From an optimization exercise on the open Yosys and OpenROAD flow, aimed at small area, a short achievable clock period and few clock cycles per item; shortcuts taken in it are not production practice.
RTL that was checked went through simulation tests only; none was proved equivalent to the original.
Function not checked in runs 7 to 9: the RTL went through the layout flow alone.
Power and IR drop assume default switching activity.

File: standard.sh
#!/bin/bash
# synth_recipe.tcl (not shown) runs the flow's synth.tcl, then flattens the netlist and writes it again
# the make line also repeats each setting of config.mk as NAME=value (left out here)
make -C /OpenROAD-flow-scripts/flow DESIGN_CONFIG=/design/flow/config.mk WORK_HOME=/design/flow/orfs CLKGATE_MAP_FILE= SYNTH_SCRIPT=/design/flow/synth_recipe.tcl "${@:-finish}"
File: flow/run.sh
#!/bin/bash
# Standard ORFS layout, with the port buffers made of sky130 buf cells
# instead of the delay buffer buffer_ports picks by default.
set -e
export BUFFER_PORTS_ARGS="-buffer_cell sky130_fd_sc_hd__buf_1"
bash standard.sh > standard.log 2>&1
File: config.mk
export PLATFORM = sky130hd
export DESIGN_NAME = argmax16
export DESIGN_NICKNAME = argmax16
export VERILOG_FILES = /design/flow/design.v
export SDC_FILE = /design/flow/constraint.sdc
export NUM_CORES = 4
export LEC_CHECK = 0
export CAP_MARGIN = 20
export CORE_MARGIN = 2
export CORE_UTILIZATION = 40
export SETUP_SLACK_MARGIN = 3.5
export SLEW_MARGIN = 20
File: constraint.sdc
create_clock -name core_clock -period 8.5 [get_ports {clk}]
set_input_delay 1.7000 -clock core_clock [delete_from_list [all_inputs] [get_ports {clk}]]
set_output_delay 1.7000 -clock core_clock [all_outputs]
set_load 0.01 [all_outputs]
File: design.v
module comparator #(
  parameter int DW = 16,
  parameter int IW = 2
) (
  input  logic [3:0][DW-1:0] val,
  input  logic [3:0][IW-1:0] idx,
  output logic [DW-1:0]      o_val,
  output logic [IW+1:0]      o_idx
);
  logic gt01, gt02, gt03, gt12, gt13, gt23;
  logic [3:0] win;
  function automatic logic greater(input logic [DW-1:0] a, input logic [DW-1:0] b);
    logic c;
    c = 1'b0;
    for (int k = 0; k < DW; k++) c = (a[k] & ~b[k]) | ((a[k] | ~b[k]) & c);
    greater = c;
  endfunction
  assign gt01 = greater(val[0], val[1]);
  assign gt02 = greater(val[0], val[2]);
  assign gt03 = greater(val[0], val[3]);
  assign gt12 = greater(val[1], val[2]);
  assign gt13 = greater(val[1], val[3]);
  assign gt23 = greater(val[2], val[3]);
  assign win[0] =  gt01 &  gt02 &  gt03;
  assign win[1] = ~gt01 &  gt12 &  gt13;
  assign win[2] = ~gt02 & ~gt12 &  gt23;
  assign win[3] = ~gt03 & ~gt13 & ~gt23;
  always_comb begin
    o_val = '0;
    for (int i = 0; i < 4; i++) o_val |= {DW{win[i]}} & val[i];
  end
  assign o_idx[IW+1] = win[3] | win[2];
  assign o_idx[IW]   = win[3] | win[1];
  always_comb begin
    o_idx[IW-1:0] = '0;
    for (int i = 0; i < 4; i++) o_idx[IW-1:0] |= {IW{win[i]}} & idx[i];
  end
endmodule
module argmax16 #(
  parameter bit REG_MID = 1    
) (
  input  logic         clk,
  input  logic         rstn,        
  input  logic         in_valid,
  input  logic [255:0] in_data,     
  output logic         out_valid,
  output logic [3:0]   out_idx
);
  logic [3:0][15:0] gval, gval_q;    
  logic [3:0][1:0]  gidx, gidx_q;    
  logic [3:0]       idx_c;
  logic [3:0][3:0]  gx;              
  logic [15:0]      unused_val;
  always_ff @(posedge clk or negedge rstn) begin
    if (!rstn) out_valid <= 1'b0;
    else       out_valid <= in_valid;
  end
  for (genvar g = 0; g < 4; g++) begin : g_grp
    comparator #(.DW(16), .IW(1)) u_grp (
      .val   (in_data[64*g +: 64]),
      .idx   ('0),
      .o_val (gval[g]),
      .o_idx (gx[g][2:0])
    );
    assign gx[g][3] = 1'b0;
    assign gidx[g]  = gx[g][2:1];
  end
  comparator #(.DW(16), .IW(2)) u_top (
    .val   (gval_q),
    .idx   (gidx_q),
    .o_val (unused_val),
    .o_idx (idx_c)
  );
  if (REG_MID) begin : g_mid
    always_ff @(posedge clk) begin
      gval_q <= gval;
      gidx_q <= gidx;
    end
    assign out_idx = idx_c;
  end else begin : g_out
    assign gval_q = gval;
    assign gidx_q = gidx;
    always_ff @(posedge clk) out_idx <= idx_c;
  end
endmodule
==> results.ini, run 1 <==
[worst_setup_path]
critical-path-top-delay-family = compound AO/OA/AOI/OAI gates
worstPathArrival_ns = 3.22
cp.buffers_inverters = 1
cp-end-kind = primary output
cpPeakStageDelay_ns = 0.67
path_class = flop to primary output
slowest_stage = o311ai_0
critPathMostFrequentCell = maj3_1
required_ns = 6.80
cp_max_fo = 4
crit_chain = nor2_1, maj3_1, maj3_1, o311ai_0, o2111ai_1, o211ai_1, nand3b_1, o221ai_2, buf_2
start_kind = flop

[grt]
grt.total_usage_pct = 29.31
grt_max_degree = 19
first_global_vias = 13630
grt_overflow_total = 0
antenna_found_initial = 0
grt_pass1_wl_um = 73100

[timing]
grt_setup_unrepaired = false
finalCritPeriodShare_pct = 57.84
setup_violations = 0
slew_headroom_pct = 33.85
slew_violations = 0
period_needed_ns = 4.917
worst_pin_slew_ns = 0.9849
hold_viol_final = 0
tns_ns = 0
setup_ws_ns = 3.583
fmax_mhz = 203.4

[synth]
yosys_warnings = 3
syn-num-nets = 1889
synth_seq_cells = 73
synthArstFlopShare_pct = 1.370
synth.area.top_cells = dfxtp_1 13%, maj3_1 12%, inv_1 8.0%, nand2b_1 5.0%, nor2b_1 3.9%
avgSynthCellArea_um2 = 7.034
yosys.area.top_type = dfxtp_1
ys_types = 91
syn_area_um2 = 11470
synth-main-ff-cell = dfxtp_1
seq_area_frac_synth_pct = 12.79
synth_cells = 1630
synth.top_cell.area_share_pct = 12.57
synth_edf_count = 0

[floorplanning]
dieArea_um2 = 30030
ios = 264
core_um2 = 28010
initial_utilization_pct = 40.93
rows = 61
die_w_um = 173.3
die_y_um = 173.3

[power_and_ir_drop]
power_leakage_nw = 4.828
pwr_density_cell_nw_per_um2 = 146.4
p_switching_w = 0.0008431
power_frac_comb_pct = 51.4
power.internal_w = 0.001084
seq_power_share_pct = 26.8
peakVddDrop_mv = 0.1022
swShare_pct = 43.75
pwr-share-clk_pct = 21.8

[status]
status = complete, no violations

[clock_network]
cts_sinks = 73
ctsHoldBuffers = 0
cts_tree = built
path_clk_slew_ns = 0.06
cts_htree_levels = 3
clockRootBuffer = clkbuf_16
cts_buffers = 9
cts_max_path_buffers = 2

[drt]
drc = 0
drt-initial-drc-count = 1633
ant_nets = 0
via_count = 14400
via_per_inst = 6.423
wl_um = 45950
wl_per_cell_um = 20.50
dr.pass1.iters = 8

[run]
cap_violations = 0

[placement]
dpl.cell_count = 2225
dp_slack_ns = 3.282
io_buffers = 263
gp_congestion = 0.9703
hpwlAfterDp_um = 36490

[layout]
nNetsFinal = 2118
drive_above_1_share_pct = 4.131
synthToLayoutAreaGrowth_pct = 14.82
final_cells = 2242
layout_commonest_cell = buf_1
final_cell_mix = 261 x buf_1, 244 x inv_1, 132 x maj3_1, 117 x nand2_1, 92 x nand2b_1
antennaDiodeCount = 0

[worst_hold_path]
hp-class = input pin to asynchronous set/reset pin

## layout make-up
type	count	area, µm²
fill	2990	14850
multi-input combinational	1261	8939
timing repair buffer	268	1027
sequential	73	1473
tap	378	473.0
inverter	246	923.4
clock buffer	11	252.7
clock inverter	5	77.57
## power groups by stage
stage / Clock (W) / Combinational [W] / Sequential [W]
4_1_cts: 0.000428 / 0.000946 / 0.000510
3_3_place_gp: 0 / 0.000925 / 0.000518
3_5_place_dp: 0 / 0.000930 / 0.000515
6_report: 0.000420 / 0.000991 / 0.000516
2_1_floorplan: 0 / 0.000650 / 0.000466
5_1_grt: 0.000442 / 0.00109 / 0.000521
## sequential cells by signal (all words and copies together), names as in the netlist
name	flops
gidx_q	8
out_valid	1
gval_q	64
## path summary, 6_finish.rpt
check | start | endpoint | slack (ns) | cells after the start
worst max-delay path | gval_q[35] | out_idx[0] | 3.58 | 9
max in group asynchronous | rstn | out_valid | 7.30 | 1
worst min-delay path | rstn | out_valid | 1.10 | 1
min in group core_clock | in_valid | out_valid | 1.45 | 1
## synthesized netlist by cell type, types with 28 or more instances
library cell / n
o22ai_1: 68
nor2_1: 75
dfxtp_1: 72
o21ai_0: 57
nand2b_1: 92
a221o_1: 34
maj3_1: 133
a21oi_1: 59
nor2b_1: 72
o2111ai_1: 46
nand3_1: 66
nand2_1: 117
inv_1: 245
o221ai_1: 28
## per-layer routing
layer | GRT usage (%) | wire (µm) | vias to the layer above
met3 | 3.904 | 3709 | 98
met2 | 47.80 | 20710 | 810
li1 | - | - | 6756
met4 | 8.616 | 1224 | 0
met1 | 40.23 | 20310 | 6736
met5 | 0 | 0 | -
## what timing repair did
item / in CTS / in global routing
resized for setup: 5 / 19
endpoints found under the setup margin: 2 / 2
setup buffers: 0 / 1
pin swaps: 1 / 8
## per-stage QoR
stage | power [W] | utilization (%) | area, µm² | hold WS, ns
detailed placement | 0.001445 | 45.44 | 12730 | 1.465
floorplan | 0.001116 | - | 11470 | 1.404
finish | 0.001927 | 47.00 | 13170 | 1.105
CTS | 0.001884 | 46.70 | 13080 | 1.091
global placement | 0.001442 | 45.36 | 12700 | 1.463
global route | 0.002049 | 47.00 | 13170 | 1.089
## cells by family (layout without fill, tap and decap cells)
group | count (synthesis) | after routing | synth area share (%)
buffers and inverters | 296 | 530 | 10.32
flip-flops | 73 | 73 | 12.79
AND/OR/NAND/NOR | 542 | 542 | 25.67
AO/OA/AOI/OAI | 578 | 578 | 38.83
adder cells (fa/ha/maj) | 140 | 140 | 12.30
multiplexers | 1 | 1 | 0.09820
Testbench counts, summed over its fixed seeds: cycles 8,200, items 8,192.
==> inputs of run 2 (changes only) <==
--- a/config.mk
+++ b/config.mk
@@ -10,3 +10,3 @@
 export CORE_UTILIZATION = 40
-export SETUP_SLACK_MARGIN = 3.5
+export SETUP_SLACK_MARGIN = 4
 export SLEW_MARGIN = 20
==> run 2 against run 1 <==
Effect of this change:
- sequential power grew 1%
- synthesized area unchanged
- global-route usage up 0.16 points
- non-clock buffer count rose by 17
- combinational power increased by 11%
- setup slack better by 0.11 ns
- sequential share of layout area decreased by 0.097 points
- clock-buffer cell count stayed put
- first-iteration DRC count is 4.6% lower
- critical path depth rose by 2
- power grew 5.9%
==> results.ini, run 2 <==
[layout]
top_regs = gval_q: 64 flops, gidx_q: 8 flops, out_valid: 1 flops
largest_register_ffs = 64
antennaDiodeCount = 0
drive_above_1_share_pct = 7.390
max_flop_register = gval_q
synthToLayoutAreaGrowth_pct = 18.08
final_cell_mix = 259 x buf_1, 242 x inv_1, 121 x maj3_1, 116 x nand2_1, 90 x nand2b_1
layout_commonest_cell = buf_1
nNetsFinal = 2135

[clock_network]
clockRootBuffer = clkbuf_16
cts_htree_levels = 3
cts_sinks = 73
path_clk_slew_ns = 0.06
cts_tree = built
cts_max_path_buffers = 2
cts_buffers = 9
ctsHoldBuffers = 0

[synth]
seq_area_frac_synth_pct = 12.79
yosys_warnings = 3
synth_cells = 1630
syn-num-nets = 1889
synth_seq_cells = 73
synthArstFlopShare_pct = 1.370
synthMostInstantiatedCell = inv_1
synth_commonest_cells = 245 x inv_1, 133 x maj3_1, 117 x nand2_1
synth.top_cell.area_share_pct = 12.57
avgSynthCellArea_um2 = 7.034
syn_area_um2 = 11470
synth-main-ff-cell = dfxtp_1
synth.area.top_cells = dfxtp_1 13%, maj3_1 12%, inv_1 8.0%, nand2b_1 5.0%, nor2b_1 3.9%
synth_edf_count = 0
ys_types = 91
yosys.area.top_type = dfxtp_1

[timing]
setup_ws_ns = 3.696
hold_viol_final = 0
grt_setup_unrepaired = true
setup_violations = 0
slew_violations = 0
period_needed_ns = 4.804
finalCritPeriodShare_pct = 56.52
tns_ns = 0
worst_pin_slew_ns = 0.8193
fmax_mhz = 208.2
slew_headroom_pct = 45.38

[drt]
ant_nets = 0
dr.pass1.iters = 7
wl_per_cell_um = 20.49
via_per_inst = 6.409
drc = 0
wl_um = 46280
drt-initial-drc-count = 1558
via_count = 14480

[worst_hold_path]
hp-class = input pin to asynchronous set/reset pin

[worst_setup_path]
startpoint = gval_q[10]
cp_max_fo = 6
critPathMostFrequentCell = a2111oi_4
cp.buffers_inverters = 3
crit_chain = inv_1, a222oi_1, o21ai_1, a2111oi_4, nor2_2, a2111oi_4, a211oi_2, buf_4, a32oi_1, o221ai_2, buf_2
critical-path-top-delay-family = compound AO/OA/AOI/OAI gates
cpPeakStageDelay_ns = 0.46
worstPathArrival_ns = 3.10
path_class = flop to primary output
slowest_stage = dfxtp_1
start_kind = flop
cp-end-kind = primary output
required_ns = 6.80

[floorplanning]
core_um2 = 28010
die_y_um = 173.3
rows = 61
die_w_um = 173.3
ios = 264
dieArea_um2 = 30030
initial_utilization_pct = 40.93

[grt]
grt_pass1_wl_um = 73480
antenna_found_initial = 0
grt_overflow_total = 0
grt_max_degree = 19
grt.total_usage_pct = 29.47
first_global_vias = 13740

[power_and_ir_drop]
pwr_density_cell_nw_per_um2 = 150.7
power_leakage_nw = 4.981
seq_power_share_pct = 25.5
peakVddDrop_mv = 0.1023
power_frac_comb_pct = 54.0
p_switching_w = 0.0008897
power.internal_w = 0.001151
swShare_pct = 43.59
pwr-share-clk_pct = 20.5

[placement]
hpwlAfterDp_um = 36490
dp_slack_ns = 3.282
io_buffers = 263
gp_congestion = 0.9703

[run]
cap_violations = 0

[status]
status = complete, no violations

[run 2: cell counts after synthesis]
Identical to the previous run, type by type.
[run 2: metrics by stage]
step | cells | util [%] | power, W | hold WS [ns] | cell area (µm²)
global placement | 2225 | 45.36 | 0.001442 | 1.463 | 12700
global route | 2259 | 48.34 | 0.002161 | 1.089 | 13540
CTS | 2246 | 47.42 | 0.001968 | 1.091 | 13280
floorplan | 1630 | - | 0.001116 | 1.404 | 11470
finish | 2259 | 48.34 | 0.002041 | 1.106 | 13540
detailed placement | 2225 | 45.44 | 0.001445 | 1.465 | 12730
[run 2: final cells by class]
type                    count  area [µm²]
clock buffers              11       252.7
fillers                  2949       14470
repair buffers            285        1207
flip-flops and latches     73        1501
well taps                 378       473.0
multi-input cells        1261        9104
clock inverters             5       77.57
inverters                 246       923.4
[run 2: kinds of logic after synthesis]
group | synth area share, %
buffers and inverters | 10.32
adders and majority gates | 12.30
DFF | 12.79
muxes | 0.09820
and+or+nand+nor | 25.67
AOI/OAI and AO/OA | 38.83
[run 2: path summary, 6_finish.rpt]
kind,endpoint,depth (start not counted)
max in group asynchronous,out_valid,1
min,out_valid,1
min in group core_clock,out_valid,1
max,out_idx[1],11
[run 2: power by group through the flow]
stage | sequential (W) | combinational (W) | clock (W)
final | 0.000521 | 0.00110 | 0.000418
after global routing | 0.000526 | 0.00119 | 0.000442
after CTS | 0.000514 | 0.00103 | 0.000428
after detailed placement | 0.000515 | 0.000930 | 0
after global placement | 0.000518 | 0.000925 | 0
after floorplan | 0.000466 | 0.000650 | 0
[run 2: metal layers]
layer	wire, µm	vias up	global-route usage, %
li1	-	6788	-
met1	20460	6809	40.34
met2	20990	781	47.95
met3	3530	101	3.882
met4	1302	0	9.251
met5	0	-	0
[run 2: timing repair]
item,CTS,global route
setup endpoints to repair,37,73
resized for setup,55,37
pin swaps,17,22
buffers inserted,5,13
==> inputs of run 3 (changes only) <==
--- a/config.mk
+++ b/config.mk
@@ -10,3 +10,3 @@
 export CORE_UTILIZATION = 40
-export SETUP_SLACK_MARGIN = 4
+export SETUP_SLACK_MARGIN = 3
 export SLEW_MARGIN = 20
==> run 3 against run 2 <==
Effect of this change:
- still clean on timing, DRC and antenna
- die area unchanged
- via count decreased by 0.75%
- synthesized cell count unchanged
- clock power about the same
- first-iteration DRC count about the same
- flip-flop and latch count unchanged
- maximum frequency decreased by 5.2%
- critical path type unchanged
- largest cell class unchanged
==> results.ini, run 3 <==
[clock_network]
clockRootBuffer = clkbuf_16
ctsHoldBuffers = 0
path_clk_slew_ns = 0.06
cts_max_path_buffers = 2
cts_htree_levels = 3
cts_tree = built
cts_buffers = 9
cts_sinks = 73

[floorplanning]
dieArea_um2 = 30030
ios = 264
die_w_um = 173.3
rows = 61
core_um2 = 28010
initial_utilization_pct = 40.93
die_y_um = 173.3

[timing]
slew_headroom_pct = 34.28
period_needed_ns = 5.067
grt_setup_unrepaired = false
tns_ns = 0
fmax_mhz = 197.3
setup_violations = 0
hold_viol_final = 0
finalCritPeriodShare_pct = 59.62
setup_ws_ns = 3.433
slew_violations = 0
worst_pin_slew_ns = 0.9784

[synth]
ys_types = 91
yosys_warnings = 3
synth_cells = 1630
synthArstFlopShare_pct = 1.370
synthMostInstantiatedCell = inv_1
synth.area.top_cells = dfxtp_1 13%, maj3_1 12%, inv_1 8.0%, nand2b_1 5.0%, nor2b_1 3.9%
syn_area_um2 = 11470
yosys.area.top_type = dfxtp_1
synth-main-ff-cell = dfxtp_1
synth_edf_count = 0
synth.top_cell.area_share_pct = 12.57
synth_commonest_cells = 245 x inv_1, 133 x maj3_1, 117 x nand2_1
synth_seq_cells = 73
syn-num-nets = 1889
seq_area_frac_synth_pct = 12.79
avgSynthCellArea_um2 = 7.034

[layout]
seqCellArea_um2 = 1466
drive_above_1_share_pct = 3.113
largest_register_ffs = 64
fillCellCount = 3010
final_cells = 2241
layout_commonest_cell = buf_1
max_flop_register = gval_q
multiInputGateArea_um2 = 8874
nNetsFinal = 2117
top_regs = gval_q: 64 flops, gidx_q: 8 flops, out_valid: 1 flops
final_cell_mix = 263 x buf_1, 245 x inv_1, 133 x maj3_1, 117 x nand2_1, 92 x nand2b_1
antennaDiodeCount = 0
synthToLayoutAreaGrowth_pct = 14.11

[worst_setup_path]
cp.buffers_inverters = 2
critical-path-top-delay-family = compound AO/OA/AOI/OAI gates
worstPathArrival_ns = 3.37
cpPeakStageDelay_ns = 0.44
slowest_stage = a2111oi_4
cp-end-kind = primary output
crit_chain = inv_1, maj3_1, a221o_1, a2111oi_4, o22ai_1, a2111oi_0, a211oi_1, or3b_1, o221ai_1, buf_1
cp_max_fo = 4
required_ns = 6.80
start_kind = flop
path_class = flop to primary output

[status]
status = complete, no violations

[placement]
io_buffers = 263
hpwlAfterDp_um = 36490
dpl.cell_count = 2225
gp_congestion = 0.9703
dp_slack_ns = 3.282

[grt]
first_global_vias = 13640
grt_overflow_total = 0
globalRouteMet2Util_pct = 47.80
grt_util_met1_pct = 40.24
grt_max_degree = 19
use_met3_pct = 3.816
busiest_layer = met2
grt_pass1_wl_um = 73080
grt.total_usage_pct = 29.30
antenna_found_initial = 0

[drt]
ant_nets = 0
drt-initial-drc-count = 1557
drc = 0
via_count = 14370
via_per_inst = 6.412
wl_um = 45680
wl_per_cell_um = 20.38
dr.pass1.iters = 8

[power_and_ir_drop]
pwr-share-clk_pct = 22.1
power.internal_w = 0.001067
peakVddDrop_mv = 0.09913
seq_power_share_pct = 27.1
swShare_pct = 43.57
pwr_density_cell_nw_per_um2 = 144.5
power_leakage_nw = 4.799
p_switching_w = 0.0008236
power_frac_comb_pct = 50.8

[worst_hold_path]
hp-class = input pin to asynchronous set/reset pin

[run]
cap_violations = 0

[run 3: worst max path at each step]
stage / endpoint / slack, ns / startpoint / cells after the start
5_1_grt: out_idx[1] / 3.06 / gval_q[12] / 10
3_5_place_dp: gval_q[4] / 3.28 / in_data[42] / 10
2_1_floorplan: out_idx[0] / 4.14 / gval_q[50] / 9
4_1_cts: out_idx[1] / 3.12 / gval_q[50] / 10
3_3_place_gp: gval_q[12] / 3.28 / in_data[42] / 10
6_report: out_idx[1] / 3.43 / gval_q[3] / 10
[run 3: layer usage]
metal  share of wire (%)  wire [µm]  vias to the layer above
met1                  45      20440                     6776
met5                   0          0                        -
met4                 2.5       1128                        0
met2                  45      20690                      758
met3                 7.5       3420                       84
li1                    -          -                     6752
[run 3: cell families (layout without fill, tap and decap cells)]
family	Yosys count	in the layout	share of synthesized area (%)
multiplexers	1	1	0.09820
AND/OR/NAND/NOR	542	542	25.67
adder cells (fa/ha/maj)	140	140	12.30
AO/OA/AOI/OAI	578	578	38.83
buffers and inverters	296	529	10.32
flip-flops	73	73	12.79
[run 3: area by class of cell]
cell class,instances,share of cell area [%]
multi-input cells,1261,67.82
flip-flops and latches,73,11.21
repair buffers,267,7.775
inverters,246,7.057
well taps,378,3.615
clock buffers,11,1.932
clock inverters,5,0.5929
[run 3: what timing repair did]
item,CTS,global route
gates resized for setup,0,2
setup endpoints to repair,0,2
endpoints found under the hold margin,0,0
setup buffers,0,0
[run 3: metrics by stage]
stage / hold slack, ns / area, µm² / util (%) / power, W
3_5_place_dp: 1.465 / 12730 / 45.44 / 0.001445
5_1_grt: 1.089 / 13080 / 46.71 / 0.002016
3_3_place_gp: 1.463 / 12700 / 45.36 / 0.001442
2_1_floorplan: 1.404 / 11470 / - / 0.001116
6_report: 1.107 / 13080 / 46.71 / 0.001890
4_1_cts: 1.091 / 13060 / 46.62 / 0.001873
[run 3: power groups by stage]
stage               registers (W)  clock network (W)  logic, W
floorplan                0.000466                  0  0.000650
global placement         0.000518                  0  0.000925
detailed placement       0.000515                  0  0.000930
CTS                      0.000510           0.000428  0.000936
global route             0.000518           0.000442   0.00106
finish                   0.000512           0.000418  0.000960
==> inputs of run 4 (changes only) <==
--- a/config.mk
+++ b/config.mk
@@ -9,4 +9,4 @@
 export CORE_MARGIN = 2
-export CORE_UTILIZATION = 40
-export SETUP_SLACK_MARGIN = 3
+export CORE_UTILIZATION = 62
+export SETUP_SLACK_MARGIN = 4
 export SLEW_MARGIN = 20
==> run 4 against run 3 <==
Effect of this change:
- wire length shrank 6.7%
- clock power decreased by 7.9%
- flip-flop and latch count unchanged
- power grew 4.3%
- still clean
- setup slack improved by 0.37 ns
- utilization is 27 points higher
- via count increased by 4.2%
- highest routed layer is now met5
- worst hold slack improved by 0.0067 ns
- critical path depth did not move
==> results.ini, run 4 <==
[timing]
worst_pin_slew_ns = 1.014
holdWs_ns = 1.114
slew_headroom_pct = 31.87
hold_viol_final = 0
finalCritPeriodShare_pct = 55.31
setup_violations = 0
tns_ns = 0
slew_violations = 0
fmax_mhz = 212.7
period_needed_ns = 4.701
grt_setup_unrepaired = true

[floorplanning]
initial_utilization_pct = 63.61
rows = 49
core_um2 = 18020
ios = 264
die_w_um = 140.0
dieArea_um2 = 19600
die_y_um = 140.0

[grt]
grt.total_usage_pct = 40.77
grt_max_degree = 19
grt_overflow_total = 0
grt_pass1_wl_um = 67590
first_global_vias = 13540
antenna_found_initial = 1

[synth]
seq_area_frac_synth_pct = 12.79
synth_edf_count = 0
syn-num-nets = 1889
syn_area_um2 = 11470
synthMostInstantiatedCell = inv_1
ys_types = 91
yosys_warnings = 3
synth_seq_cells = 73
synth_cells = 1630
yosys.area.top_type = dfxtp_1
synth-main-ff-cell = dfxtp_1
synth_commonest_cells = 245 x inv_1, 133 x maj3_1, 117 x nand2_1
synth.area.top_cells = dfxtp_1 13%, maj3_1 12%, inv_1 8.0%, nand2b_1 5.0%, nor2b_1 3.9%
synthArstFlopShare_pct = 1.370
synth.top_cell.area_share_pct = 12.57
avgSynthCellArea_um2 = 7.034

[clock_network]
clockRootBuffer = clkbuf_16
cts_buffers = 9
cts_sinks = 73
cts_max_path_buffers = 2
path_clk_slew_ns = 0.06
cts_tree = built
cts_htree_levels = 3
ctsHoldBuffers = 0

[drt]
via_per_inst = 7.129
drt-initial-drc-count = 2351
wl_um = 42620
wl_per_cell_um = 20.29
dr.pass1.iters = 9
drc = 0
ant_nets = 0
via_count = 14980

[worst_setup_path]
slowest_stage = dfxtp_1
crit_chain = inv_1, a222oi_1, o21ai_1, a2111oi_4, nor2_2, a2111oi_4, a211oi_2, or3b_4, o221ai_2, buf_2
cp_max_fo = 6
required_ns = 6.80
cp-end-kind = primary output
path_class = flop to primary output
worstPathArrival_ns = 3.00
critPathMostFrequentCell = a2111oi_4
start_kind = flop
cpPeakStageDelay_ns = 0.46

[layout]
seqCellArea_um2 = 1500
top_regs = gval_q: 64 flops, gidx_q: 8 flops, out_valid: 1 flops
layout_commonest_cell = buf_1
final_cell_mix = 259 x buf_1, 245 x inv_1, 121 x maj3_1, 116 x nand2_1, 89 x nand2b_1
multiInputGateArea_um2 = 9107
max_flop_register = gval_q
antennaDiodeCount = 0
drive_above_1_share_pct = 6.731
fillCellCount = 1532
nNetsFinal = 2126
final_cells = 2101
largest_register_ffs = 64
post-route-util_pct = 73.40
synthToLayoutAreaGrowth_pct = 15.39

[power_and_ir_drop]
pwr_density_cell_nw_per_um2 = 149.0
total_power_w = 0.001971
power_leakage_nw = 4.914
peakVddDrop_mv = 0.1260

[status]
status = complete, no violations

[placement]
hpwlAfterDp_um = 32910
dpl.cell_count = 2075
gp_congestion = 1.021
io_buffers = 263

[run]
cap_violations = 0

[worst_hold_path]
hp-class = input pin to asynchronous set/reset pin

[run 4: changes by cell type in the layout (fill, tap and decap cells not counted), sizes merged]
cell / previous run / this run
clkbuf: 11 / 10
bufinv: 2 / 1
inv: 245 / 246
clkinv: 3 / 4
buf: 267 / 276
[run 4: worst max-delay path, delay by kind of cell (launching register included)]
kind	cells	cell delay, ns
AOI/OAI and AO/OA	6	1.47
and+or+nand+nor	2	0.50
DFF	1	0.46
buffers and inverters	2	0.24
[run 4: worst max path at each step]
stage / start / endpoint / slack, ns / cells after the start
after global placement: in_data[74] / gval_q[31] / 3.49 / 10
after global routing: gval_q[12] / out_idx[1] / 3.61 / 10
after floorplan: gval_q[50] / out_idx[0] / 4.14 / 9
final: gval_q[10] / out_idx[1] / 3.80 / 10
after detailed placement: in_data[74] / gval_q[31] / 3.22 / 10
after CTS: gval_q[50] / out_idx[1] / 3.78 / 10
[run 4: repair_timing]
item	CTS	global route
endpoints found under the setup margin	35	71
gates resized for setup	46	39
pin swaps	16	18
endpoints found under the hold margin	0	0
buffers inserted	3	7
[run 4: final cells by class]
| cell class | instances | area share [%] |
|---|---|---|
| Clock buffer | 10 | 1.806 |
| Inverter | 246 | 6.979 |
| Sequential cell | 73 | 11.34 |
| Clock inverter | 6 | 0.4918 |
| Tap cell | 229 | 2.166 |
| Multi-Input combinational cell | 1261 | 68.84 |
| Timing Repair Buffer | 276 | 8.379 |
[run 4: cell families (layout without fill, tap and decap cells)]
kind of cell | count (synthesis) | count (layout) | synth area share, %
buffers and inverters | 296 | 538 | 10.32
AND/OR/NAND/NOR | 542 | 542 | 25.67
adder cells (fa/ha/maj) | 140 | 140 | 12.30
AO/OA/AOI/OAI | 578 | 578 | 38.83
multiplexers | 1 | 1 | 0.09820
flip-flops | 73 | 73 | 12.79
[run 4: metal layers]
metal  part of all wire (%)  vias to the layer above  track usage, %
met1                     39                     6793           54.59
met5                  0.026                        -               0
li1                       -                     6763               -
met2                     45                     1211           65.03
met3                     12                      208           7.350
met4                    4.1                        2           16.37
[run 4: per-stage QoR]
stage	setup slack [ns]	cell area [µm²]
floorplan	4.145	11470
global placement	3.492	12510
detailed placement	3.215	12510
CTS	3.782	12990
global route	3.607	13230
finish	3.799	13230
[run 4: power by group]
group	switching [W]	internal [W]	leakage, nW
Combinational	0.000625	0.000444	4.15
Sequential	0.000102	0.000416	0.618
Clock	0.000149	0.000235	0.149
Total	0.000876	0.00110	4.91
==> inputs of run 5 (changes only) <==
--- a/config.mk
+++ b/config.mk
@@ -9,3 +9,3 @@
 export CORE_MARGIN = 2
-export CORE_UTILIZATION = 62
+export CORE_UTILIZATION = 55
 export SETUP_SLACK_MARGIN = 4
==> run 5 against run 4 <==
Effect of this change:
- still clean
- maximum frequency decreased by 1.1%
- global-route usage decreased by 3.7 points
- synthesized cell count unchanged
- setup slack worse by 0.050 ns
- utilization shrank 8.4 points
- worst hold slack better by 0.0070 ns
- critical endpoint is now out_idx[0]
- highest routed layer is now met4
==> results.ini, run 5 <==
[timing]
finalCritPeriodShare_pct = 55.90
period_needed_ns = 4.751
tns_ns = 0
slew_violations = 0
grt_setup_unrepaired = true
fmax_mhz = 210.5
worst_pin_slew_ns = 0.7995
slew_headroom_pct = 46.64
hold_viol_final = 0
setup_violations = 0
holdWs_ns = 1.121

[worst_setup_path]
cpPeakStageDelay_ns = 0.44
worstPathArrival_ns = 3.05
crit_chain = nor2b_4, maj3_2, a221o_1, a2111oi_4, nor2_1, a2111oi_2, a211oi_2, or3b_4, o221ai_2, buf_2
required_ns = 6.80
path_class = flop to primary output
cp-end-kind = primary output
slowest_stage = a2111oi_4
start_kind = flop
cp_max_fo = 2

[power_and_ir_drop]
peakVddDrop_mv = 0.07631
power_leakage_nw = 4.906
pwr_density_cell_nw_per_um2 = 149.1

[synth]
synthMostInstantiatedCell = inv_1
syn-num-nets = 1889
synth_cells = 1630
synth_edf_count = 0
synth-main-ff-cell = dfxtp_1
yosys_warnings = 3
avgSynthCellArea_um2 = 7.034
synth.top_cell.area_share_pct = 12.57
synthArstFlopShare_pct = 1.370
ys_types = 91
synth_commonest_cells = 245 x inv_1, 133 x maj3_1, 117 x nand2_1
seq_area_frac_synth_pct = 12.79
syn_area_um2 = 11470
yosys.area.top_type = dfxtp_1
synth_seq_cells = 73
synth.area.top_cells = dfxtp_1 13%, maj3_1 12%, inv_1 8.0%, nand2b_1 5.0%, nor2b_1 3.9%

[floorplanning]
die_y_um = 148.4
rows = 52
core_um2 = 20360
ios = 264
initial_utilization_pct = 56.30
dieArea_um2 = 22020
die_w_um = 148.4

[clock_network]
cts_tree = built
cts_max_path_buffers = 2
cts_htree_levels = 3
ctsHoldBuffers = 0
cts_buffers = 9
clockRootBuffer = clkbuf_16
cts_sinks = 73
path_clk_slew_ns = 0.05

[placement]
io_buffers = 263
gp_congestion = 0.9942
hpwlAfterDp_um = 34040

[run]
cap_violations = 0

[drt]
wl_per_cell_um = 20.22
wl_um = 43250
via_count = 14580
drc = 0
dr.pass1.iters = 8
drt-initial-drc-count = 1899
ant_nets = 0
via_per_inst = 6.817

[grt]
grt.total_usage_pct = 37.05
antenna_found_initial = 0
grt_max_degree = 19
grt_overflow_total = 0
first_global_vias = 13130
grt_pass1_wl_um = 67520

[layout]
top_regs = gval_q: 64 flops, gidx_q: 8 flops, out_valid: 1 flops
drive_above_1_share_pct = 6.742
largest_register_ffs = 64
max_flop_register = gval_q
synthToLayoutAreaGrowth_pct = 15.44
nNetsFinal = 2124
final_cell_mix = 259 x buf_1, 243 x inv_1, 121 x maj3_1, 116 x nand2_1, 91 x nand2b_1
antennaDiodeCount = 0
layout_commonest_cell = buf_1

[status]
status = complete, no violations

[worst_hold_path]
hp-class = input pin to asynchronous set/reset pin

==> run 5: changes by cell type in the layout (fill, tap and decap cells not counted), moves of 3 or more <==
cell / before / now
buf_4: 12 / 9
dfxtp_4: 6 / 3
dfxtp_2: 9 / 15
dfxtp_1: 57 / 54
==> run 5: worst paths after layout <==
kind / cells after the start / from / to
min in group core_clock: 1 / in_valid / out_valid
max in group asynchronous: 1 / rstn / out_valid
setup / recovery: 10 / gval_q[50] / out_idx[0]
hold / removal: 1 / rstn / out_valid
==> run 5: worst max-delay path, delay by kind of cell (launching register included) <==
family,cells,cell delay (ns)
AND/OR/NAND/NOR,3,0.62
flip-flops,1,0.33
adder cells (fa/ha/maj),1,0.29
buffers and inverters,1,0.16
AO/OA/AOI/OAI,5,1.31
==> run 5: power by group <==
part | leakage, nW | switching (W) | internal (W)
logic | 4.13 | 0.000615 | 0.000431
clock network | 0.158 | 0.000139 | 0.000271
registers | 0.617 | 0.000102 | 0.000416
==> run 5: routing by layer <==
| layer | wire length (µm) | vias to the layer above | global-route usage [%] |
|---|---|---|---|
| met5 | 0 | - | 0 |
| met4 | 1297 | 0 | 10.19 |
| met3 | 4551 | 121 | 4.969 |
| met2 | 19590 | 940 | 61.13 |
| met1 | 17810 | 6758 | 50.83 |
| li1 | - | 6762 | - |
==> run 5: repair_timing <==
| item | in CTS | in global routing |
|---|---|---|
| gates resized for setup | 42 | 41 |
| cloned | 0 | 0 |
| pin swaps | 16 | 23 |
| hold endpoints to repair | 0 | 0 |
| endpoints found under the setup margin | 36 | 73 |
| buffers inserted | 1 | 6 |
==> run 5: through the flow <==
stage                     worst slack (ns)  power, W  instances  utilization, %  instance area, µm²
final                                3.749  0.001974       2139           65.00               13240
after global routing                 3.668  0.002084       2139           65.00               13240
after CTS                            3.781  0.001902       2133           64.04               13040
after detailed placement             3.495  0.001429       2117           61.71               12570
after global placement               3.527  0.001420       2117           61.68               12560
after floorplan                      4.145  0.001116       1630               -               11470
==> run 5: layout make-up <==
| type | count | area (µm²) |
|---|---|---|
| clock buffers | 11 | 252.7 |
| repair buffers | 274 | 1106 |
| fillers | 1934 | 7128 |
| clock inverters | 4 | 76.32 |
| multi-input cells | 1261 | 9044 |
| flip-flops and latches | 73 | 1496 |
| well taps | 270 | 337.8 |
| inverters | 246 | 923.4 |
==> run 5: cells by family (layout without fill, tap and decap cells) <==
family / count (synthesis) / after routing / share of synthesized area, %
fa+ha+maj: 140 / 140 / 12.30
simple gates: 542 / 542 / 25.67
mux: 1 / 1 / 0.09820
flops: 73 / 73 / 12.79
compound gates: 578 / 578 / 38.83
buf+inv: 296 / 535 / 10.32
==> inputs of run 6 (changes only) <==
--- a/config.mk
+++ b/config.mk
@@ -10,2 +10,3 @@
 export CORE_UTILIZATION = 55
+export CTS_BUF_LIST = sky130_fd_sc_hd__clkbuf_4 sky130_fd_sc_hd__clkbuf_8
 export SETUP_SLACK_MARGIN = 4
==> run 6 against run 5 <==
Effect of this change:
- synthesized area unchanged
- die area unchanged
- critical path depth unchanged
- global-route usage up 0.12 points
- synthesized cell count unchanged
- utilization down 0.60 points
- critical endpoint unchanged
- highest routed layer unchanged
==> results.ini, run 6 <==
[status]
status = complete, no violations

[drt]
dr.pass1.iters = 8
via_per_inst = 6.810
ant_nets = 0
wl_met2_um = 19590
met3_length_um = 4714
routed.top_layer = met4
wl_met1_um = 17630
via_count = 14570
wl_per_cell_um = 20.21
drc = 0
wl_um = 43240
drt-initial-drc-count = 1814

[layout]
nNetsFinal = 2124
synthToLayoutAreaGrowth_pct = 14.38
fillCellCount = 1946
max_flop_register = gval_q
antennaDiodeCount = 0
post-route-util_pct = 64.40
layout_commonest_cell = buf_1
drive_above_1_share_pct = 6.153
top_regs = gval_q: 64 flops, gidx_q: 8 flops, out_valid: 1 flops
largest_register_ffs = 64
stdcell_area_um2 = 13120
final_cell_mix = 259 x buf_1, 244 x inv_1, 126 x maj3_1, 117 x nand2_1, 91 x nand2b_1

[worst_setup_path]
path_class = flop to primary output
cp-end-kind = primary output
start_kind = flop
slowest_stage = a2111oi_4
cp_max_fo = 2
crit_chain = nor2b_4, maj3_2, a221o_1, a2111oi_4, nor2_1, a2111oi_2, a211oi_2, or3b_4, o221ai_2, buf_2
worstPathArrival_ns = 3.07
required_ns = 6.80
cpPeakStageDelay_ns = 0.43

[synth]
syn-num-nets = 1889
syn_area_um2 = 11470
seq_area_frac_synth_pct = 12.79
synth-main-ff-cell = dfxtp_1
synthMostInstantiatedCell = inv_1
synth_cells = 1630
yosys_warnings = 3
synth_edf_count = 0
synth.area.top_cells = dfxtp_1 13%, maj3_1 12%, inv_1 8.0%, nand2b_1 5.0%, nor2b_1 3.9%
synth_seq_cells = 73
yosys.area.top_type = dfxtp_1
synthArstFlopShare_pct = 1.370
synth_commonest_cells = 245 x inv_1, 133 x maj3_1, 117 x nand2_1
avgSynthCellArea_um2 = 7.034
ys_types = 91
synth.top_cell.area_share_pct = 12.57

[floorplanning]
dieArea_um2 = 22020
rows = 52
die_y_um = 148.4
die_w_um = 148.4
ios = 264
core_um2 = 20360
initial_utilization_pct = 56.30

[timing]
slew_headroom_pct = 47.32
worst_pin_slew_ns = 0.7902
setup_ws_ns = 3.733
period_needed_ns = 4.767
fmax_mhz = 209.8
hold_viol_final = 0
grt_setup_unrepaired = true
tns_ns = 0
finalCritPeriodShare_pct = 56.08
slew_violations = 0
setup_violations = 0

[power_and_ir_drop]
total_power_w = 0.001866
pwr_density_cell_nw_per_um2 = 142.3
peakVddDrop_mv = 0.07584
power_leakage_nw = 4.853

[placement]
placed_cell_area_um2 = 12570
hpwlAfterDp_um = 34040
io_buffers = 263
gp_congestion = 0.9942
dp_slack_ns = 3.495

[grt]
antenna_found_initial = 0
grt_max_degree = 19
first_global_vias = 13180
grt.total_usage_pct = 37.17
grt_overflow_total = 0
grt_pass1_wl_um = 67610

[clock_network]
cts_sinks = 73
clockRootBuffer = clkbuf_8
cts_buffers = 9
cts_htree_levels = 3
ctsHoldBuffers = 0
cts_max_path_buffers = 2
cts_tree = built
path_clk_slew_ns = 0.07

[run]
cap_violations = 0

[worst_hold_path]
hp-class = input pin to asynchronous set/reset pin

run 6: logic make-up after synthesis:
logic type	after synthesis	synth area share, %
flops	73	12.79
fa+ha+maj	140	12.30
compound gates	578	38.83
buf+inv	296	10.32
simple gates	542	25.67
mux	1	0.09820
run 6: repair_timing:
action,4_1_cts,5_1_grt
endpoints found under the setup margin,36,72
pin swaps,16,13
gates resized for setup,45,26
buffers inserted,5,2
run 6: per-layer routing:
metal	vias up	GRT usage, %
met5	-	0
met4	0	11.67
met3	99	5.675
met2	974	60.58
met1	6732	50.62
li1	6761	-
run 6: worst paths after layout:
kind | slack [ns] | end | start | cells after the start
max in group asynchronous | 7.30 | out_valid | rstn | 1
hold / removal | 1.10 | out_valid | rstn | 1
min in group core_clock | 1.45 | out_valid | in_valid | 1
setup / recovery | 3.73 | out_idx[0] | gval_q[50] | 10
run 6: cell type report:
cell class,count,area [µm²],share of cell area [%]
tap,270,337.8,2.576
sequential,73,1494,11.39
inverter,246,923.4,7.041
timing repair buffer,274,1100,8.386
multi-input combinational,1261,9032,68.87
clock inverter,4,76.32,0.5819
clock buffer,11,151.4,1.154
run 6: critical path, delay by kind of cell, from the launching register on:
family                   cells  cell delay [ns]
AO/OA/AOI/OAI                5             1.29
AND/OR/NAND/NOR              3             0.62
flip-flops                   1             0.34
adder cells (fa/ha/maj)      1             0.28
buffers and inverters        1             0.16
run 6: through the flow:
step / std cells / hold slack [ns]
detailed placement: 2117 / 1.471
global route: 2139 / 1.084
floorplan: 1630 / 1.404
finish: 2139 / 1.097
global placement: 2117 / 1.462
CTS: 2137 / 1.093
run 6: power breakdown:
group | switching, W | internal, W | total (W) | leakage, nW
Clock | 0.000128 | 0.000180 | 0.000308 | 0.112
Combinational | 0.000616 | 0.000426 | 0.00104 | 4.12
Sequential | 0.000101 | 0.000415 | 0.000516 | 0.617
Total | 0.000845 | 0.00102 | 0.00187 | 4.85
==> inputs of run 7 (changes only) <==
--- a/design.v
+++ b/design.v
@@ -2,3 +2,4 @@
   parameter int DW = 16,
-  parameter int IW = 2
+  parameter int IW = 2,
+  parameter int HB = 2
 ) (
@@ -9,20 +10,35 @@
 );
-  logic gt01, gt02, gt03, gt12, gt13, gt23;
-  logic [3:0] win;
-  function automatic logic greater(input logic [DW-1:0] a, input logic [DW-1:0] b);
+  localparam int LB = DW - HB;
+  function automatic logic greater(input logic [LB-1:0] a, input logic [LB-1:0] b);
     logic c;
     c = 1'b0;
-    for (int k = 0; k < DW; k++) c = (a[k] & ~b[k]) | ((a[k] | ~b[k]) & c);
+    for (int k = 0; k < LB; k++) c = (a[k] & ~b[k]) | ((a[k] | ~b[k]) & c);
     greater = c;
   endfunction
-  assign gt01 = greater(val[0], val[1]);
-  assign gt02 = greater(val[0], val[2]);
-  assign gt03 = greater(val[0], val[3]);
-  assign gt12 = greater(val[1], val[2]);
-  assign gt13 = greater(val[1], val[3]);
-  assign gt23 = greater(val[2], val[3]);
-  assign win[0] =  gt01 &  gt02 &  gt03;
-  assign win[1] = ~gt01 &  gt12 &  gt13;
-  assign win[2] = ~gt02 & ~gt12 &  gt23;
-  assign win[3] = ~gt03 & ~gt13 & ~gt23;
+  logic [3:0] cand;              
+  logic       any;
+  logic [3:0] bits;
+  logic [3:0][3:0] beats;        
+  logic [3:0] win;
+  always_comb begin
+    cand = 4'b1111;
+    for (int k = DW - 1; k >= LB; k--) begin
+      for (int i = 0; i < 4; i++) bits[i] = val[i][k];
+      any  = |(cand & bits);
+      cand = cand & (bits | {4{~any}});
+    end
+  end
+  always_comb begin
+    beats = '0;
+    for (int i = 0; i < 4; i++)
+      for (int j = i + 1; j < 4; j++) begin
+        beats[i][j] = greater(val[i][LB-1:0], val[j][LB-1:0]);
+        beats[j][i] = ~beats[i][j];
+      end
+    for (int i = 0; i < 4; i++) begin
+      win[i] = cand[i];
+      for (int j = 0; j < 4; j++)
+        if (j != i) win[i] = win[i] & (~cand[j] | beats[i][j]);
+    end
+  end
   always_comb begin
--- a/config.mk
+++ b/config.mk
@@ -10,3 +10,2 @@
 export CORE_UTILIZATION = 55
-export CTS_BUF_LIST = sky130_fd_sc_hd__clkbuf_4 sky130_fd_sc_hd__clkbuf_8
 export SETUP_SLACK_MARGIN = 4
==> run 7 against run 6 <==
Effect of this change:
- largest cell class unchanged
- critical path type unchanged
- clock power increased by 43%
- setup slack got worse by 0.15 ns
- die area decreased by 8.7%
- synthesized area decreased by 8.9%
- sequential power decreased by 1%
==> results.ini, run 7 <==
[drt]
via_count = 13220
drc = 0
ant_nets = 0
via_per_inst = 6.565
wl_per_cell_um = 18.14
drt-initial-drc-count = 1261
wl_um = 36540
dr.pass1.iters = 7

[worst_setup_path]
startpoint = gval_q[0]
cp-end-kind = primary output
start_kind = flop
path_class = flop to primary output
cp_max_fo = 3
worstPathArrival_ns = 3.22
required_ns = 6.80

[synth]
synth_commonest_cells = 253 x inv_1, 135 x nand2_1, 119 x maj3_1
avgSynthCellArea_um2 = 6.912
synthMostInstantiatedCell = inv_1
synth_xor_area_share_pct = 0
synth_edf_count = 0
ys_types = 84
seq_area_frac_synth_pct = 14.04
yosys.area.top_type = dfxtp_1
synth-simple-area-share_pct = 19.16
yosys_warnings = 3
synth_compound_area_share_pct = 43.57
synth_top_family_by_area = compound AO/OA/AOI/OAI gates
syn-num-nets = 1770
synth_seq_cells = 73
synth.top_cell.area_share_pct = 13.80
synth_mux_area_share_pct = 0
synth_cells = 1511
synth_fa_ha_area_share_pct = 12.81
synthArstFlopShare_pct = 1.370
synth.area.top_cells = dfxtp_1 14%, maj3_1 11%, inv_1 9.1%, nand2_1 4.9%, a222oi_1 4.2%
synth-main-ff-cell = dfxtp_1
syn_area_um2 = 10440

[power_and_ir_drop]
pwr-share-clk_pct = 23.2
pwr_density_cell_nw_per_um2 = 153.0
p_switching_w = 0.0007826
power_leakage_nw = 4.902
power.internal_w = 0.001118
peakVddDrop_mv = 0.1125
power_frac_comb_pct = 50.0
seq_power_share_pct = 26.8
swShare_pct = 41.17

[layout]
drive_above_1_share_pct = 7.191
top_regs = gval_q: 64 flops, gidx_q: 8 flops, out_valid: 1 flops
fillCellCount = 1781
largest_register_ffs = 64
max_flop_register = gval_q
stdcell_area_um2 = 12420
nNetsFinal = 2034
layout_commonest_cell = buf_1
final_cell_mix = 255 x buf_1, 253 x inv_1, 135 x nand2_1, 113 x maj3_1, 107 x nor2_1
post-route-util_pct = 66.63
antennaDiodeCount = 0
synthToLayoutAreaGrowth_pct = 18.94

[floorplanning]
ios = 264
dieArea_um2 = 20110
initial_utilization_pct = 56.02
core_um2 = 18640
rows = 50
die_y_um = 141.8
die_w_um = 141.8

[clock_network]
cts_max_path_buffers = 2
cts_sinks = 73
path_clk_slew_ns = 0.06
clockRootBuffer = clkbuf_16
cts_buffers = 9
cts_htree_levels = 3
cts_tree = built

[status]
status = complete, no violations

[timing]
hold_viol_final = 0
fmax_mhz = 203.3
slew_headroom_pct = 40.50
tns_ns = 0
worst_pin_slew_ns = 0.8700
finalCritPeriodShare_pct = 57.88
grt_setup_unrepaired = true
setup_ws_ns = 3.580
slew_violations = 0
period_needed_ns = 4.920
setup_violations = 0

[grt]
grt_pass1_wl_um = 57230
grt.total_usage_pct = 33.96
first_global_vias = 11620
grt_max_degree = 18
antenna_found_initial = 0
grt_overflow_total = 0

[placement]
dp_slack_ns = 3.274
placed_cell_area_um2 = 11640
io_buffers = 263
gp_congestion = 0.9661
hpwlAfterDp_um = 28730

[run]
cap_violations = 0

[worst_hold_path]
hp-class = input pin to asynchronous set/reset pin

[run 7: cell count changes after synthesis, moves of 24 or more]
cell | previous run | this run
nor2b_1 | 72 | 35
o2111ai_1 | 46 | 12
nor2_1 | 75 | 109
o21ai_0 | 57 | 81
nand3_1 | 66 | 17
nand2b_1 | 92 | 44
[run 7: cells by family (layout without fill, tap and decap cells)]
family | after synthesis | count (layout)
adder cells (fa/ha/maj) | 132 | 132
AND/OR/NAND/NOR | 420 | 421
AO/OA/AOI/OAI | 605 | 606
flip-flops | 73 | 73
buffers and inverters | 281 | 548
[run 7: cell type report]
type,instances,area (µm²),area share [%]
clock buffer,10,239.0,1.924
inverter,253,949.7,7.645
clock inverter,6,112.6,0.9065
multi-input combinational,1159,8180,65.85
tap,234,292.8,2.357
sequential,73,1474,11.87
timing repair buffer,279,1174,9.448
[run 7: worst max-delay path, stage by stage, from the launching register on]
cell	delay (ns)
dfxtp_2	0.33
nor2b_4	0.12
maj3_2	0.30
maj3_2	0.29
maj3_2	0.29
maj3_2	0.31
a21oi_2	0.13
o21ai_1	0.08
maj3_2	0.34
a221oi_4	0.32
nand4_1	0.16
nand3_2	0.11
buf_6	0.10
[run 7: through the flow]
| step | cells | hold slack [ns] | total power [W] |
|---|---|---|---|
| 2_1_floorplan | 1511 | 1.404 | 0.001068 |
| 3_3_place_gp | 1983 | 1.462 | 0.001342 |
| 3_5_place_dp | 1983 | 1.464 | 0.001349 |
| 4_1_cts | 2004 | 1.114 | 0.001835 |
| 5_1_grt | 2014 | 1.120 | 0.002015 |
| 6_report | 2014 | 1.119 | 0.001901 |
[run 7: what timing repair did]
| action | CTS | global route |
|---|---|---|
| pin swaps | 21 | 27 |
| setup endpoints to repair | 52 | 66 |
| resized for setup | 29 | 43 |
| setup buffers | 5 | 8 |
| hold buffers | 0 | 0 |
| cloned | 0 | 2 |
[run 7: worst paths after layout]
check / endpoint / slack [ns] / cells after the start
hold / removal: out_valid / 1.12 / 1
min in group core_clock: out_valid / 1.46 / 1
setup / recovery: out_idx[1] / 3.58 / 12
max in group asynchronous: out_valid / 7.28 / 1
[run 7: layer usage]
metal | vias to the layer above | global-route usage [%] | part of all wire [%]
met5 | - | 0 | 0
met4 | 0 | 9.474 | 2.2
met3 | 95 | 4.320 | 7.6
met2 | 674 | 58.71 | 47
met1 | 6112 | 44.48 | 43
li1 | 6341 | - | -
[run 7: power groups by stage]
stage          Combinational, W  Sequential [W]  Clock, W
2_1_floorplan          0.000604        0.000464         0
3_3_place_gp           0.000833        0.000509         0
3_5_place_dp           0.000843        0.000506         0
4_1_cts                0.000888        0.000503  0.000444
5_1_grt                 0.00104        0.000515  0.000460
6_report               0.000951        0.000509  0.000441
==> inputs of run 8 (changes only) <==
--- a/design.v
+++ b/design.v
@@ -3,3 +3,3 @@
   parameter int IW = 2,
-  parameter int HB = 2
+  parameter int HB = 1
 ) (
==> run 8 against run 7 <==
Effect of this change:
- maximum frequency increased by 3.6%
- synthesized cell count increased by 5.2%
- combinational power increased by 14%
- clock power decreased by 14%
- synthesized area increased by 7.4%
- critical path type unchanged
- largest power group unchanged
- first-iteration DRC count increased by 15%
- sequential power increased by 4.3%
==> results.ini, run 8 <==
[drt]
drc = 0
wl_um = 40050
ant_nets = 0
via_count = 13870
dr.pass1.iters = 7
drt-initial-drc-count = 1456
via_per_inst = 6.519
wl_per_cell_um = 18.82

[synth]
synth_edf_count = 0
synth_mux_area_share_pct = 0
yosys.area.top_type = dfxtp_1
syn-num-nets = 1849
synth-simple-area-share_pct = 24.16
seq_area_frac_synth_pct = 13.07
synth_commonest_cells = 235 x inv_1, 135 x maj3_1, 109 x nand2_1
ys_types = 88
synthArstFlopShare_pct = 1.370
synth_seq_cells = 73
synth_compound_area_share_pct = 40.10
syn_area_um2 = 11220
synth.top_cell.area_share_pct = 12.85
synth.area.top_cells = dfxtp_1 13%, maj3_1 12%, inv_1 7.9%, nand2b_1 5.5%, a221o_1 4.5%
synth-main-ff-cell = dfxtp_1
synth_cells = 1590
synth_xor_area_share_pct = 0
synth_top_family_by_area = compound AO/OA/AOI/OAI gates
avgSynthCellArea_um2 = 7.056
yosys_warnings = 3
synthMostInstantiatedCell = inv_1
synth_fa_ha_area_share_pct = 13.25

[layout]
layout_commonest_cell = buf_1
max_flop_register = gval_q
final_cell_mix = 258 x buf_1, 233 x inv_1, 124 x maj3_1, 109 x nand2_1, 104 x nor2_1
top_regs = gval_q: 64 flops, gidx_q: 8 flops, out_valid: 1 flops
nNetsFinal = 2112
drive_above_1_share_pct = 8.293
fillCellCount = 1840
synthToLayoutAreaGrowth_pct = 18.55
largest_register_ffs = 64

[placement]
hpwlAfterDp_um = 31640
io_buffers = 263
gp_congestion = 1.056

[clock_network]
cts_tree = built
cts_buffers = 9
cts_sinks = 73
cts_htree_levels = 3
clockRootBuffer = clkbuf_16
path_clk_slew_ns = 0.06
cts_max_path_buffers = 2

[power_and_ir_drop]
pwr_density_cell_nw_per_um2 = 149.4
power_frac_comb_pct = 54.1
power.internal_w = 0.001128
peakVddDrop_mv = 0.1112
power_leakage_nw = 5.122
swShare_pct = 43.20
seq_power_share_pct = 26.7
pwr-share-clk_pct = 19.2
p_switching_w = 0.0008583

[worst_hold_path]
hp-class = input pin to asynchronous set/reset pin

[floorplanning]
die_w_um = 146.8
core_um2 = 20100
dieArea_um2 = 21550
rows = 52
die_y_um = 146.8
ios = 264
initial_utilization_pct = 55.80

[worst_setup_path]
cpPeakStageDelay_ns = 0.40
slowest_stage = nor4_1
crit_chain = nand2b_1, maj3_1, a221oi_4, nor4_4, nor4_1, nor3_2, o21a_1, o311a_4, a221o_1, buf_2
cp_max_fo = 4
cp-end-kind = primary output
required_ns = 6.80
start_kind = flop
worstPathArrival_ns = 3.05
path_class = flop to primary output

[status]
status = complete, no violations

[timing]
fmax_mhz = 210.5
setup_violations = 0
slew_violations = 0
slew_headroom_pct = 49.40
worst_pin_slew_ns = 0.7527
hold_viol_final = 0
finalCritPeriodShare_pct = 55.89
tns_ns = 0
grt_setup_unrepaired = true
period_needed_ns = 4.751
holdWs_ns = 1.109

[grt]
grt_max_degree = 18
first_global_vias = 12680
grt_pass1_wl_um = 63890
grt.total_usage_pct = 35.59
grt_overflow_total = 0
antenna_found_initial = 1

[run]
cap_violations = 0

[run 8: worst max path at each step]
stage                       startpoint    endpoint  slack [ns]  cells after the start
final                       gval_q[16]  out_idx[0]        3.75                     10
after global routing         gval_q[6]  out_idx[0]        3.68                     12
after CTS                   gval_q[16]  out_idx[0]        3.80                     11
after detailed placement  in_data[166]  gval_q[44]        3.38                     11
after global placement     in_data[88]  gval_q[31]        3.47                     11
after floorplan             gval_q[40]  out_idx[0]        4.03                      9
[run 8: layout make-up]
| type | instances | area (µm²) | share of cell area, % |
|---|---|---|---|
| Antenna cell | 1 | 2.502 | 0.01882 |
| Clock buffer | 9 | 225.2 | 1.693 |
| Clock inverter | 6 | 70.07 | 0.5269 |
| Inverter | 236 | 885.9 | 6.661 |
| Multi-Input combinational cell | 1247 | 8991 | 67.61 |
| Sequential cell | 73 | 1504 | 11.31 |
| Tap cell | 270 | 337.8 | 2.540 |
| Timing Repair Buffer | 286 | 1282 | 9.643 |
[run 8: routing by layer]
| layer | track usage [%] | up-vias | wire length (µm) |
|---|---|---|---|
| met1 | 46.65 | 6478 | 16930 |
| met5 | 0 | - | 0 |
| li1 | - | 6603 | - |
| met4 | 10.39 | 0 | 961 |
| met2 | 60.77 | 697 | 18930 |
| met3 | 5.280 | 94 | 3219 |
[run 8: through the flow]
step / power, W / cell area, µm² / setup WS [ns] / util [%] / std cells
6_report: 0.001987 / 13300 / 3.749 / 66.15 / 2128
2_1_floorplan: 0.001135 / 11220 / 4.035 / - / 1590
3_5_place_dp: 0.001441 / 12420 / 3.379 / 61.76 / 2095
3_3_place_gp: 0.001428 / 12420 / 3.473 / 61.76 / 2095
5_1_grt: 0.002102 / 13300 / 3.682 / 66.14 / 2127
4_1_cts: 0.001899 / 13000 / 3.799 / 64.68 / 2119
[run 8: worst max-delay path, delay by kind of cell, from the launching register on]
family                     cells  cell delay, ns
AOI/OAI and AO/OA              4            1.03
adders and majority gates      1            0.39
and+or+nand+nor                4            0.76
DFF                            1            0.36
buffers and inverters          1            0.14
[run 8: cells by family after synthesis]
kind of cell	count (synthesis)
adder cells (fa/ha/maj)	147
buffers and inverters	270
AND/OR/NAND/NOR	518
flip-flops	73
AO/OA/AOI/OAI	582
[run 8: power by group through the flow]
stage          sequential [W]  combinational [W]  clock (W)
2_1_floorplan        0.000473           0.000662          0
3_3_place_gp         0.000524           0.000904          0
3_5_place_dp         0.000523           0.000918          0
4_1_cts              0.000523           0.000993   0.000384
5_1_grt              0.000537            0.00117   0.000397
6_report             0.000531            0.00108   0.000381
[run 8: timing repair]
action / CTS / global route
pin swaps: 28 / 20
hold buffers: 0 / 0
setup buffers: 9 / 8
gates resized for setup: 61 / 42
endpoints found under the setup margin: 69 / 67
==> inputs of run 9 (changes only) <==
--- a/design.v
+++ b/design.v
@@ -3,3 +3,3 @@
   parameter int IW = 2,
-  parameter int HB = 1
+  parameter int HB = 4
 ) (
==> run 9 against run 8 <==
Effect of this change:
- via count is 1.0% lower
- synthesized cell count shrank 1.5%
- sequential share of layout area is 0.27 points lower
- non-clock buffer count rose by 18
- worst hold slack worse by 0.0072 ns
- cell area grew 2.8%
- global-route usage fell by 2.5 points
- utilization rose by 2.1 points
- die area decreased by 0.62%
- synthesized area fell by 0.64%
- clock-buffer cell count increased by 2
- critical endpoint unchanged
==> results.ini, run 9 <==
[status]
status = complete, no violations

[clock_network]
cts_buffers = 9
cts_sinks = 73
path_clk_slew_ns = 0.06
cts_htree_levels = 3
cts_tree = built
cts_max_path_buffers = 2
ctsHoldBuffers = 0
clockRootBuffer = clkbuf_16

[placement]
dpl.cell_count = 2065
hpwlAfterDp_um = 29380
gp_congestion = 0.9384
io_buffers = 263
dp_slack_ns = 3.092

[power_and_ir_drop]
pwr_density_cell_nw_per_um2 = 158.4
seq_power_share_pct = 25.4
power_frac_comb_pct = 55.4
power.internal_w = 0.001228
swShare_pct = 43.31
power_leakage_nw = 5.336
peakVddDrop_mv = 0.1429
p_switching_w = 0.0009383
pwr-share-clk_pct = 19.2

[floorplanning]
ios = 264
core_um2 = 20040
die_y_um = 146.4
initial_utilization_pct = 55.63
die_w_um = 146.4
rows = 52
dieArea_um2 = 21420

[worst_setup_path]
start_kind = flop
path_class = flop to primary output
slowest_stage = a2111o_1
cpPeakStageDelay_ns = 0.49
critPathMostFrequentCell = a31o_4
required_ns = 6.80
crit_chain = nor3_1, o22ai_1, a2111o_1, buf_4, a31o_4, a31o_4, a21oi_2, o21ai_2, or2_4, a32o_1, a221o_1, buf_6
cp_max_fo = 7
cp-end-kind = primary output
worstPathArrival_ns = 3.29

[layout]
fillCellCount = 1810
synthToLayoutAreaGrowth_pct = 22.67
antennaDiodeCount = 0
final_cell_mix = 244 x buf_1, 202 x inv_1, 129 x nand2_1, 123 x nor2_1, 112 x maj3_1
largest_register_ffs = 64
final_cells = 2120
nNetsFinal = 2104
drive_above_1_share_pct = 14.05
layout_commonest_cell = buf_1
top_regs = gval_q: 64 flops, gidx_q: 8 flops, out_valid: 1 flops
max_flop_register = gval_q

[synth]
ys_types = 102
synth-main-ff-cell = dfxtp_1
avgSynthCellArea_um2 = 7.118
synth.top_cell.area_share_pct = 12.93
synth_seq_cells = 73
synth_fa_ha_area_share_pct = 11.49
yosys_warnings = 3
synth-simple-area-share_pct = 22.81
synth_xor_area_share_pct = 0
yosys.area.top_type = dfxtp_1
synth_commonest_cells = 204 x inv_1, 129 x nand2_1, 124 x nor2_1
synth_top_family_by_area = compound AO/OA/AOI/OAI gates
synth_mux_area_share_pct = 0
synth_compound_area_share_pct = 43.71
syn_area_um2 = 11150
synthMostInstantiatedCell = inv_1
synth_cells = 1566
synth.area.top_cells = dfxtp_1 13%, maj3_1 11%, inv_1 6.9%, nand2_1 4.3%, nor2_1 4.2%
synthArstFlopShare_pct = 1.370
syn-num-nets = 1825
seq_area_frac_synth_pct = 13.16
synth_edf_count = 0

[drt]
via_count = 13730
drc = 0
wl_per_cell_um = 18.19
wl_um = 38560
dr.pass1.iters = 6
via_per_inst = 6.475
ant_nets = 0
drt-initial-drc-count = 1003

[timing]
period_needed_ns = 4.992
tns_ns = 0
grt_setup_unrepaired = true
hold_viol_final = 0
finalCritPeriodShare_pct = 58.73
setup_violations = 0
slew_violations = 0
slew_headroom_pct = 48.07
setup_ws_ns = 3.508
worst_pin_slew_ns = 0.7593
fmax_mhz = 200.3

[grt]
antenna_found_initial = 0
grt_max_degree = 15
grt.total_usage_pct = 33.14
first_global_vias = 12160
grt_pass1_wl_um = 59490
grt_overflow_total = 0

[run]
cap_violations = 0

[worst_hold_path]
hp-class = input pin to asynchronous set/reset pin

run 9: metrics by stage:
stage	utilization (%)	hold WS, ns	power, W	area, µm²
after floorplan	-	1.404	0.001242	11150
after global placement	61.26	1.462	0.001546	12280
after detailed placement	61.26	1.465	0.001555	12280
after CTS	65.13	1.100	0.002052	13050
after global routing	68.24	1.101	0.002285	13670
final	68.24	1.102	0.002167	13670
run 9: area by class of cell:
class,instances,area (µm²),share of cell area (%)
inverters,206,773.2,5.655
repair buffers,304,1374,10.05
clock inverters,5,78.83,0.5764
well taps,270,337.8,2.470
clock buffers,11,242.7,1.775
flip-flops and latches,73,1509,11.03
multi-input cells,1251,9359,68.44
run 9: critical path: cells and delay by family (launching register included):
| kind | cells | cell delay (ns) |
|---|---|---|
| flip-flops | 1 | 0.37 |
| AO/OA/AOI/OAI | 8 | 1.82 |
| AND/OR/NAND/NOR | 2 | 0.44 |
| buffers and inverters | 2 | 0.31 |
run 9: power groups by stage:
stage | Combinational, W | Clock (W) | Sequential (W)
after floorplan | 0.000755 | 0 | 0.000487
after global placement | 0.00100 | 0 | 0.000544
after detailed placement | 0.00101 | 0 | 0.000541
after CTS | 0.00109 | 0.000418 | 0.000541
after global routing | 0.00130 | 0.000431 | 0.000553
final | 0.00120 | 0.000416 | 0.000550
run 9: timing repair:
item	4_1_cts	5_1_grt
gates resized for setup	78	119
setup endpoints to repair	58	60
cloned	0	0
pin swaps	24	45
hold endpoints to repair	0	0
buffers inserted	22	17
run 9: path summary, 6_finish.rpt:
path | startpoint | endpoint | slack, ns | cells past startpoint
min in group core_clock | in_valid | out_valid | 1.45 | 1
max in group asynchronous | rstn | out_valid | 7.30 | 1
worst min-delay path | rstn | out_valid | 1.10 | 1
worst max-delay path | gval_q[31] | out_idx[0] | 3.51 | 12
run 9: per-layer routing:
| metal | part of all wire, % | track usage (%) |
|---|---|---|
| met1 | 43 | 44.19 |
| met2 | 48 | 57.22 |
| met3 | 7.2 | 3.094 |
| met4 | 2.4 | 9.369 |
| met5 | 0 | 0 |
run 9: kinds of logic after synthesis:
kind of cell | count (synthesis)
AOI/OAI and AO/OA | 612
adders and majority gates | 127
buffers and inverters | 242
DFF | 73
and+or+nand+nor | 512

## separate check: timing with driven ports
The flow's constraints put no driver on any port. The routed layouts listed below were extracted and timed again, unchanged, in two steps. Step 1: set_driving_cell puts a clkbuf_16 on clk and a buf_2 on each other input, an assumption about the parent block. Step 2 moves the port delays by t, midway between the first and last clock arrival at a register: inputs arrive t later, outputs are due t later. That takes back most of the time a late clock gives input paths. a / b / c = ideal ports / drivers / drivers and shift; a / b = the first two.
| run | t, ns | setup slack, ns | worst hold slack (ns) | worst slew at a driven data input, ns |
|---|---|---|---|---|
| run 1 | 0.387 | 3.583 / 3.536 / 3.294 | 1.105 / 1.084 / 1.470 | 0.05 |
| run 2 | 0.385 | 3.696 / 3.649 / 3.757 | 1.106 / 1.086 / 1.471 | 0.04 |
| run 3 | 0.386 | 3.433 / 3.385 / 3.314 | 1.107 / 1.086 / 1.472 | 0.05 |
| run 4 | 0.377 | 3.799 / 3.761 / 3.610 | 1.114 / 1.104 / 1.480 | 0.05 |
| run 5 | 0.368 | 3.749 / 3.714 / 3.790 | 1.121 / 1.109 / 1.477 | 0.04 |
| run 6 | 0.392 | 3.733 / 3.700 / 3.758 | 1.097 / 1.087 / 1.479 | 0.04 |
| run 7 | 0.376 | 3.580 / 3.540 / 3.653 | 1.119 / 1.104 / 1.479 | 0.03 |
| run 8 | 0.388 | 3.749 / 3.706 / 3.799 | 1.109 / 1.089 / 1.477 | 0.05 |
| run 9 | 0.385 | 3.508 / 3.469 / 3.721 | 1.102 / 1.087 / 1.472 | 0.04 |
After both steps setup and hold are still met in every run listed. For run 1, which loses most, drivers alone change the setup slack by -0.047 ns; drivers and shift together by -0.289 ns.
